This design comes from an exercise in tuning for small area, a short achievable clock period and few clock cycles on the open sky130 flow, not from production work.
Function was checked by simulation only, so behaviour that the tests miss may differ from the original.
Power figures rest on the tool's default switching activity, not on a simulated workload.

old:
==> flow/design.v (excerpt) <==
module mips_core(clk, rst, mem_cs, mem_we, mem_addr, mem_wdata, mem_rdata);
Size in the first run: roughly 4700 cells after synthesis, ~1300 flip-flops, roughly 63000 um^2 of cells after synthesis.
==> flow/config.mk <==
export PLATFORM = sky130hd
export DESIGN_NAME = mips_core
export DESIGN_NICKNAME = mips_core
export VERILOG_FILES = /design/flow/design.v
export SDC_FILE = /design/flow/constraint.sdc
export NUM_CORES = 4
export LEC_CHECK = 0
export CAP_MARGIN = 20
export CORE_MARGIN = 2
export CORE_UTILIZATION = 50
export CTS_BUF_LIST = sky130_fd_sc_hd__clkbuf_4 sky130_fd_sc_hd__clkbuf_8
export PLACE_DENSITY = 0.65
export SLEW_MARGIN = 20
export SYNTH_HIERARCHICAL = 1
export SYNTH_MINIMUM_KEEP_SIZE = 0
export TNS_END_PERCENT = 20
==> flow/constraint.sdc <==
create_clock -name core_clock -period 10.5 [get_ports {clk}]
set_input_delay 2.1000 -clock core_clock [delete_from_list [all_inputs] [get_ports {clk}]]
set_output_delay 2.1000 -clock core_clock [all_outputs]
set_load 0.01 [all_outputs]
standard.sh (not shown) runs the stock make flow with config.mk's settings and CLKGATE_MAP_FILE= SYNTH_SCRIPT=/design/flow/synth_recipe.tcl, a recipe that flattens the netlist after the stock synthesis.
==> flow/flow/run.sh <==
#!/bin/bash
set -euo pipefail
bash standard.sh MATCH_CELL_FOOTPRINT=0 \
  "BUFFER_PORTS_ARGS=-buffer_cell sky130_fd_sc_hd__buf_2" \
  SETUP_SLACK_MARGIN=6 finish > standard.log 2>&1
Testbench counts of old, summed over its fixed seeds: cycles 107,274.
The following lists how new was set up differently from old:
-- flow/design.v --
<<< old, line 204
    mips_rdbit ub(.d(col), .s(sb), .y(rb[gb]));
  end endgenerate
  wire [31:0] na = o_lui ? 32'd0 : f_mfhi ? hi : f_mflo ? lo
                 : (we_rf & (c_wa == frs)) ? result : ra;
  wire [31:0] nb = nimm ? immv : f_mfhi ? hc : f_mflo ? 32'd0
                 : (we_rf & (c_wa == frt)) ? result : rb;
  wire [6:0]  nsel  = ({7{s_pc}} & pc) | ({7{s_fa}} & fa) | ({7{s_ir}} & ir[6:0])
                    | ({7{s_a}} & a[6:0]) | ({7{memop}} & c_daddr);
>>> new, line 204
    mips_rdbit ub(.d(col), .s(sb), .y(rb[gb]));
  end endgenerate
  wire        nsa  = o_lui | f_mfhi | f_mflo;    
  wire        nsb  = nimm | f_mfhi | f_mflo;     
  wire [31:0] oa   = ({32{f_mfhi}} & hi) | ({32{f_mflo}} & lo) | ({32{~nsa}} & ra);
  wire [31:0] ob   = ({32{nimm}} & immv) | ({32{f_mfhi}} & hc) | ({32{~nsb}} & rb);
  wire [31:0] na   = (we_rf & ~nsa & (c_wa == frs)) ? result : oa;
  wire [31:0] nb   = (we_rf & ~nsb & (c_wa == frt)) ? result : ob;
  wire [6:0]  nsel  = ({7{s_pc}} & pc) | ({7{s_fa}} & fa) | ({7{s_ir}} & ir[6:0])
                    | ({7{s_a}} & a[6:0]) | ({7{memop}} & c_daddr);
<<< old, line 257
      c_ssub   <= f_ssub;
      c_mult   <= f_mult;
      c_taken  <= (o_beq & eq_n) | (o_bne & ~eq_n);
      c_daddr  <= ra[6:0] + n[6:0];
      c_memop  <= memop_n;
>>> new, line 259
      c_ssub   <= f_ssub;
      c_mult   <= f_mult;
      c_taken  <= eq_n ? o_beq : o_bne;
      c_daddr  <= ra[6:0] + n[6:0];
      c_memop  <= memop_n;
Findings:
- Looking at the reports, new completed the entire flow and the layout it produced met the timing, design-rule and antenna checks.
- Clock share of power (higher): new
- Compared with old, the detailed router inserted more vias in new.
- Relative to old, worst path required time increased by 0.05 ns in new.
- Per the comparison of new with old, total global-route track usage held steady, clock-buffer cell count grew by about 3.2%.
- As far as worst hold margin is concerned, old and new perform about the same.
- Area of all sequential standard cells delta (new -> old): insignificant
- Relative to old, the design area of new is lower by about 1.2%.
- In the reports for old and new, the larger portion of total power attributed to sequential cells belongs to old.
Testbench counts of new, summed over its fixed seeds: cycles 107,274.

---

mips_core, a different RTL version from the one above (not shown whole).
Size: about 4,800 cells after synthesis, roughly 1,300 flip-flops, ~63,000 um^2 of cells after synthesis.
==> module mips_core, before the edit <==
module mips_core(clk, rst, mem_cs, mem_we, mem_addr, mem_wdata, mem_rdata);
  input clk, rst;
  output mem_cs, mem_we;
  output [6:0] mem_addr;
  output [31:0] mem_wdata;
  input [31:0] mem_rdata;
  reg [10:0] ir;                   
  reg        irv;                  
  reg [6:0]  pc;                   
  reg [6:0]  fa;                   
  reg [6:0]  bt;                   
  reg [31:0] a, b;                 
  reg [31:0] rf [0:31];
  reg [31:0] hi, lo, mcand;        
  reg [3:0]  mcnt;                 
  wire [31:0] n    = mem_rdata;
  wire [5:0]  nop  = n[31:26];
  wire [5:0]  nfn  = n[5:0];
  wire        nr   = (nop == 6'b000000);
  wire f_add  = nr & (nfn == 6'b100000);
  wire f_sub  = nr & (nfn == 6'b100010);
  wire f_and  = nr & (nfn == 6'b100100);
  wire f_or   = nr & (nfn == 6'b100101);
  wire f_xor  = nr & (nfn == 6'b100110);
  wire f_slt  = nr & (nfn == 6'b101010);
  wire f_sll  = nr & (nfn == 6'b000000);
  wire f_srl  = nr & (nfn == 6'b000010);
  wire f_jr   = nr & (nfn == 6'b001000);
  wire f_mult = nr & (nfn == 6'b011000);
  wire f_mfhi = nr & (nfn == 6'b010000);
  wire f_mflo = nr & (nfn == 6'b010010);
  wire f_add8 = nr & (nfn == 6'b101101);
  wire f_rbit = nr & (nfn == 6'b101111);
  wire f_rev  = nr & (nfn == 6'b110000);
  wire f_sadd = nr & (nfn == 6'b110001);
  wire f_ssub = nr & (nfn == 6'b110010);
  wire o_addi = (nop == 6'b001000);
  wire o_andi = (nop == 6'b001100);
  wire o_ori  = (nop == 6'b001101);
  wire o_lui  = (nop == 6'b001111);
  wire o_lw   = (nop == 6'b100011);
  wire o_sw   = (nop == 6'b101011);
  wire o_beq  = (nop == 6'b000100);
  wire o_bne  = (nop == 6'b000101);
  wire o_j    = (nop == 6'b000010);
  wire o_jal  = (nop == 6'b000011);
  reg c_sum, c_slt, c_and, c_or, c_xor, c_sh, c_rev, c_hi, c_lo, c_jal,
      c_lw, c_subt, c_add8, c_srl, c_rbit, c_sadd, c_ssub,
      c_mult, c_jr, c_jmp, c_sw, c_we, c_taken;
  reg [4:0] c_wa;
  reg [6:0] c_daddr;               
  reg       c_stall;               
  reg       c_memop;               
  reg       busy;                  
  wire        stall = c_stall;
  wire        memop = c_memop;
  wire [31:0] result;
  mips_alu alu(.a(a), .b(b), .sh(ir[10:6]),
    .c_sum(c_sum), .c_slt(c_slt), .c_and(c_and), .c_or(c_or), .c_xor(c_xor),
    .c_sh(c_sh), .c_rev(c_rev), .c_hi(c_hi), .c_lo(c_lo),
    .c_jal(c_jal), .c_lw(c_lw), .c_subt(c_subt), .c_add8(c_add8), .c_srl(c_srl), .c_rbit(c_rbit), .c_sadd(c_sadd),
    .c_ssub(c_ssub), .hi(hi), .lo(lo), .pc(pc), .rdata(mem_rdata),
    .result(result));
  wire        we_rf = (irv & c_we) | (memop & c_lw);
  always @(posedge clk)
    if (we_rf) rf[c_wa] <= result;
  wire [4:0]  frs = n[25:21];
  wire [4:0]  frt = n[20:16];
  wire        nimm = o_addi | o_andi | o_ori | o_lui;
  wire [31:0] sa = 32'd1 << frs;
  wire [31:0] sb = 32'd1 << frt;
  wire [31:0] immv = o_lui ? {n[15:0], 16'd0} : {{16{n[15]}}, n[15:0]};
  wire [31:0] ra, rb;
  genvar gb, gr;
  generate for (gb = 0; gb < 32; gb = gb + 1) begin : g_rd
    wire [31:0] col;
    for (gr = 0; gr < 32; gr = gr + 1) begin : g_col
      assign col[gr] = rf[gr][gb];
    end
    mips_rdbit ua(.d(col), .s(sa), .y(ra[gb]));
    mips_rdbit ub(.d(col), .s(sb), .y(rb[gb]));
  end endgenerate
  wire [31:0] na = o_lui ? 32'd0 : (we_rf & (c_wa == frs)) ? result : ra;
  wire [31:0] nb = nimm ? immv : (we_rf & (c_wa == frt)) ? result : rb;
  wire [6:0]  nf    = ~irv ? pc
                    : stall ? fa
                    : c_taken ? bt
                    : c_jmp ? ir[6:0]
                    : c_jr ? a[6:0]
                    : pc;
  wire        mstart = irv & c_mult;
  wire        irv_n  = ~rst & ~memop;
  wire        busy_n = ~rst & (mstart | (busy & (mcnt != 4'd1)));
  wire        wait_n = we_rf & (((o_beq | o_bne | o_lw | o_sw) & (c_wa == frs))
                              | ((o_beq | o_bne) & (c_wa == frt)));
  wire        eq_n   = (ra == rb);
  assign mem_cs    = 1'b1;
  assign mem_we    = memop & c_sw;
  assign mem_addr  = memop ? c_daddr : nf;
  assign mem_wdata = b;
  always @(posedge clk) begin
    if (rst) begin
      irv <= 1'b0;
      pc  <= 7'd0;
    end else if (memop) begin
      irv <= 1'b0;
    end else begin
      irv <= 1'b1;
      pc  <= nf + 7'd1;
    end
    fa <= nf;
    bt <= nf + 7'd1 + n[6:0];
    begin
      ir <= n[10:0];
      a  <= na;
      b  <= nb;
      c_sum    <= f_add | f_sub | f_add8 | f_sadd | f_ssub | o_addi;
      c_slt    <= f_slt;
      c_and    <= f_and | o_andi;
      c_or     <= f_or | o_ori | o_lui;
      c_xor    <= f_xor;
      c_sh     <= f_sll | f_srl | f_rbit;
      c_rev    <= f_rev;
      c_hi     <= f_mfhi;
      c_lo     <= f_mflo;
      c_jal    <= o_jal;
      c_lw     <= o_lw;
      c_subt   <= f_sub | f_slt | f_ssub;
      c_add8   <= f_add8;
      c_srl    <= f_srl;
      c_rbit   <= f_rbit;
      c_sadd   <= f_sadd;
      c_ssub   <= f_ssub;
      c_mult   <= f_mult;
      c_jr     <= f_jr;
      c_taken  <= (o_beq & eq_n) | (o_bne & ~eq_n);
      c_daddr  <= ra[6:0] + n[6:0];
      c_stall  <= irv_n & (((f_mfhi | f_mflo) & busy_n) | wait_n);
      c_memop  <= irv_n & (o_lw | o_sw) & ~wait_n;
      c_jmp    <= o_j | o_jal;
      c_sw     <= o_sw;
      c_we     <= (nr & ~f_jr & ~f_mult) | o_addi | o_andi | o_ori | o_lui
                | o_jal;
      c_wa     <= o_jal ? 5'd31 : (f_rbit | f_rev) ? n[25:21]
                : nr ? n[15:11] : n[20:16];
    end
  end
  wire [35:0] pstep;
  mips_mulstep mstep(.hi(hi), .mcand(mcand), .m(lo[3:0]), .sum(pstep));
  always @(posedge clk) begin
    busy <= busy_n;
    if (rst) mcnt <= 4'd0;
    else if (mstart) mcnt <= 4'd8;
    else if (busy) mcnt <= mcnt - 4'd1;
    if (mstart) begin
      mcand <= a;
      lo    <= b;
      hi    <= 32'd0;
    end else if (busy) begin
      hi <= pstep[35:4];
      lo <= {pstep[3:0], lo[31:4]};
    end
  end
endmodule
==> flow/config.mk <==
export PLATFORM = sky130hd
export DESIGN_NAME = mips_core
export DESIGN_NICKNAME = mips_core
export VERILOG_FILES = /design/flow/design.v
export SDC_FILE = /design/flow/constraint.sdc
export NUM_CORES = 4
export LEC_CHECK = 0
export CAP_MARGIN = 20
export CORE_MARGIN = 2
export CORE_UTILIZATION = 40
export PLACE_DENSITY = 0.6
export SLEW_MARGIN = 20
export SYNTH_HIERARCHICAL = 1
export SYNTH_MINIMUM_KEEP_SIZE = 0
==> flow/constraint.sdc <==
create_clock -name core_clock -period 10.5 [get_ports {clk}]
set_input_delay 2.1000 -clock core_clock [delete_from_list [all_inputs] [get_ports {clk}]]
set_output_delay 2.1000 -clock core_clock [all_outputs]
set_load 0.01 [all_outputs]
Scripts as last shown in full above: flow/flow/run.sh
Testbench counts at the start, summed over its fixed seeds: cycles 106,504.
Change:
--- a/flow/design.v
+++ b/flow/design.v
@@ -165,14 +165,11 @@
   wire o_jal  = (nop == 6'b000011);
   reg c_sum, c_slt, c_and, c_or, c_xor, c_sh, c_rev, c_hi, c_lo, c_jal,
       c_lw, c_subt, c_add8, c_srl, c_rbit, c_sadd, c_ssub,
-      c_mult, c_jr, c_jmp, c_sw, c_we, c_taken;
+      c_mult, c_mf, c_jr, c_beq, c_bne, c_jmp, c_sw, c_we, c_bwait, c_eq;
   reg [4:0] c_wa;
-  reg [6:0] c_daddr;               
-  reg       c_stall;               
-  reg       c_memop;               
-  reg       busy;                  
-  wire        stall = c_stall;
-  wire        memop = c_memop;
+  wire        busy  = (mcnt != 4'd0);
+  wire        stall = irv & ((c_mf & busy) | c_bwait);
+  wire        memop = irv & (c_lw | c_sw);
   wire [31:0] result;
   mips_alu alu(.a(a), .b(b), .sh(ir[10:6]),
     .c_sum(c_sum), .c_slt(c_slt), .c_and(c_and), .c_or(c_or), .c_xor(c_xor),
@@ -180,7 +177,7 @@
     .c_jal(c_jal), .c_lw(c_lw), .c_subt(c_subt), .c_add8(c_add8), .c_srl(c_srl), .c_rbit(c_rbit), .c_sadd(c_sadd),
     .c_ssub(c_ssub), .hi(hi), .lo(lo), .pc(pc), .rdata(mem_rdata),
     .result(result));
-  wire        we_rf = (irv & c_we) | (memop & c_lw);
+  wire        we_rf = irv & c_we;
   always @(posedge clk)
     if (we_rf) rf[c_wa] <= result;
   wire [4:0]  frs = n[25:21];
@@ -201,21 +198,17 @@
   end endgenerate
   wire [31:0] na = o_lui ? 32'd0 : (we_rf & (c_wa == frs)) ? result : ra;
   wire [31:0] nb = nimm ? immv : (we_rf & (c_wa == frt)) ? result : rb;
+  wire        taken = irv & ~c_bwait & ((c_beq & c_eq) | (c_bne & ~c_eq));
   wire [6:0]  nf    = ~irv ? pc
                     : stall ? fa
-                    : c_taken ? bt
+                    : taken ? bt
                     : c_jmp ? ir[6:0]
                     : c_jr ? a[6:0]
                     : pc;
-  wire        mstart = irv & c_mult;
-  wire        irv_n  = ~rst & ~memop;
-  wire        busy_n = ~rst & (mstart | (busy & (mcnt != 4'd1)));
-  wire        wait_n = we_rf & (((o_beq | o_bne | o_lw | o_sw) & (c_wa == frs))
-                              | ((o_beq | o_bne) & (c_wa == frt)));
-  wire        eq_n   = (ra == rb);
+  wire [6:0]  daddr = a[6:0] + ir[6:0];
   assign mem_cs    = 1'b1;
   assign mem_we    = memop & c_sw;
-  assign mem_addr  = memop ? c_daddr : nf;
+  assign mem_addr  = memop ? daddr : nf;
   assign mem_wdata = b;
   always @(posedge clk) begin
     if (rst) begin
@@ -251,23 +244,24 @@
       c_sadd   <= f_sadd;
       c_ssub   <= f_ssub;
       c_mult   <= f_mult;
+      c_mf     <= f_mfhi | f_mflo;
       c_jr     <= f_jr;
-      c_taken  <= (o_beq & eq_n) | (o_bne & ~eq_n);
-      c_daddr  <= ra[6:0] + n[6:0];
-      c_stall  <= irv_n & (((f_mfhi | f_mflo) & busy_n) | wait_n);
-      c_memop  <= irv_n & (o_lw | o_sw) & ~wait_n;
+      c_beq    <= o_beq;
+      c_bne    <= o_bne;
+      c_eq     <= (ra == rb);
+      c_bwait  <= (o_beq | o_bne) & we_rf & ((c_wa == frs) | (c_wa == frt));
       c_jmp    <= o_j | o_jal;
       c_sw     <= o_sw;
       c_we     <= (nr & ~f_jr & ~f_mult) | o_addi | o_andi | o_ori | o_lui
-                | o_jal;
+                | o_jal | o_lw;
       c_wa     <= o_jal ? 5'd31 : (f_rbit | f_rev) ? n[25:21]
                 : nr ? n[15:11] : n[20:16];
     end
   end
   wire [35:0] pstep;
   mips_mulstep mstep(.hi(hi), .mcand(mcand), .m(lo[3:0]), .sum(pstep));
+  wire mstart = irv & c_mult;
   always @(posedge clk) begin
-    busy <= busy_n;
     if (rst) mcnt <= 4'd0;
     else if (mstart) mcnt <= 4'd8;
     else if (busy) mcnt <= mcnt - 4'd1;
What happened: Via count increases by about 1.7%. Wire length increases by 6.0%. Non-clock buffer count increases by 30. Die area barely changes. Register-to-register slack got worse by 50 ps. Design area is unchanged. Core utilization is unchanged.
Testbench counts after the change, summed over its fixed seeds: cycles 105,704.

## separate check: timing with driven ports
No port has a modelled driver above. Below, the same layouts with a new extraction and two added sets of constraints. Step 1 sets driving cells, clkbuf_16 on the clock port and buf_2 on the other inputs (assumed; they add their load-dependent delay and slew). Step 2 moves the port delays by t, midway between the first and last clock arrival at a register: inputs arrive t later, outputs are due t later. That takes back most of the time a late clock gives input paths. Slacks: ideal / step 1 / step 2; pairs: ideal / step 1.
run | t (ns) | slack for setup (ns) | pins driven straight from the clock port
old | 0.994 | 5.784 / 5.751 / 4.756 | 1
new | 1.038 | 5.535 / 5.593 / 4.555 | 1
the first run of note 2 | 0.861 | 5.544 / 5.594 / 4.732 | 1
the second run of note 2 | 0.858 | 5.514 / 5.435 / 5.091 | 1
After both steps every run listed still meets setup and hold. The setup slack of old, which loses most, moves by -0.033 ns with the drivers and by -1.028 ns with both steps.
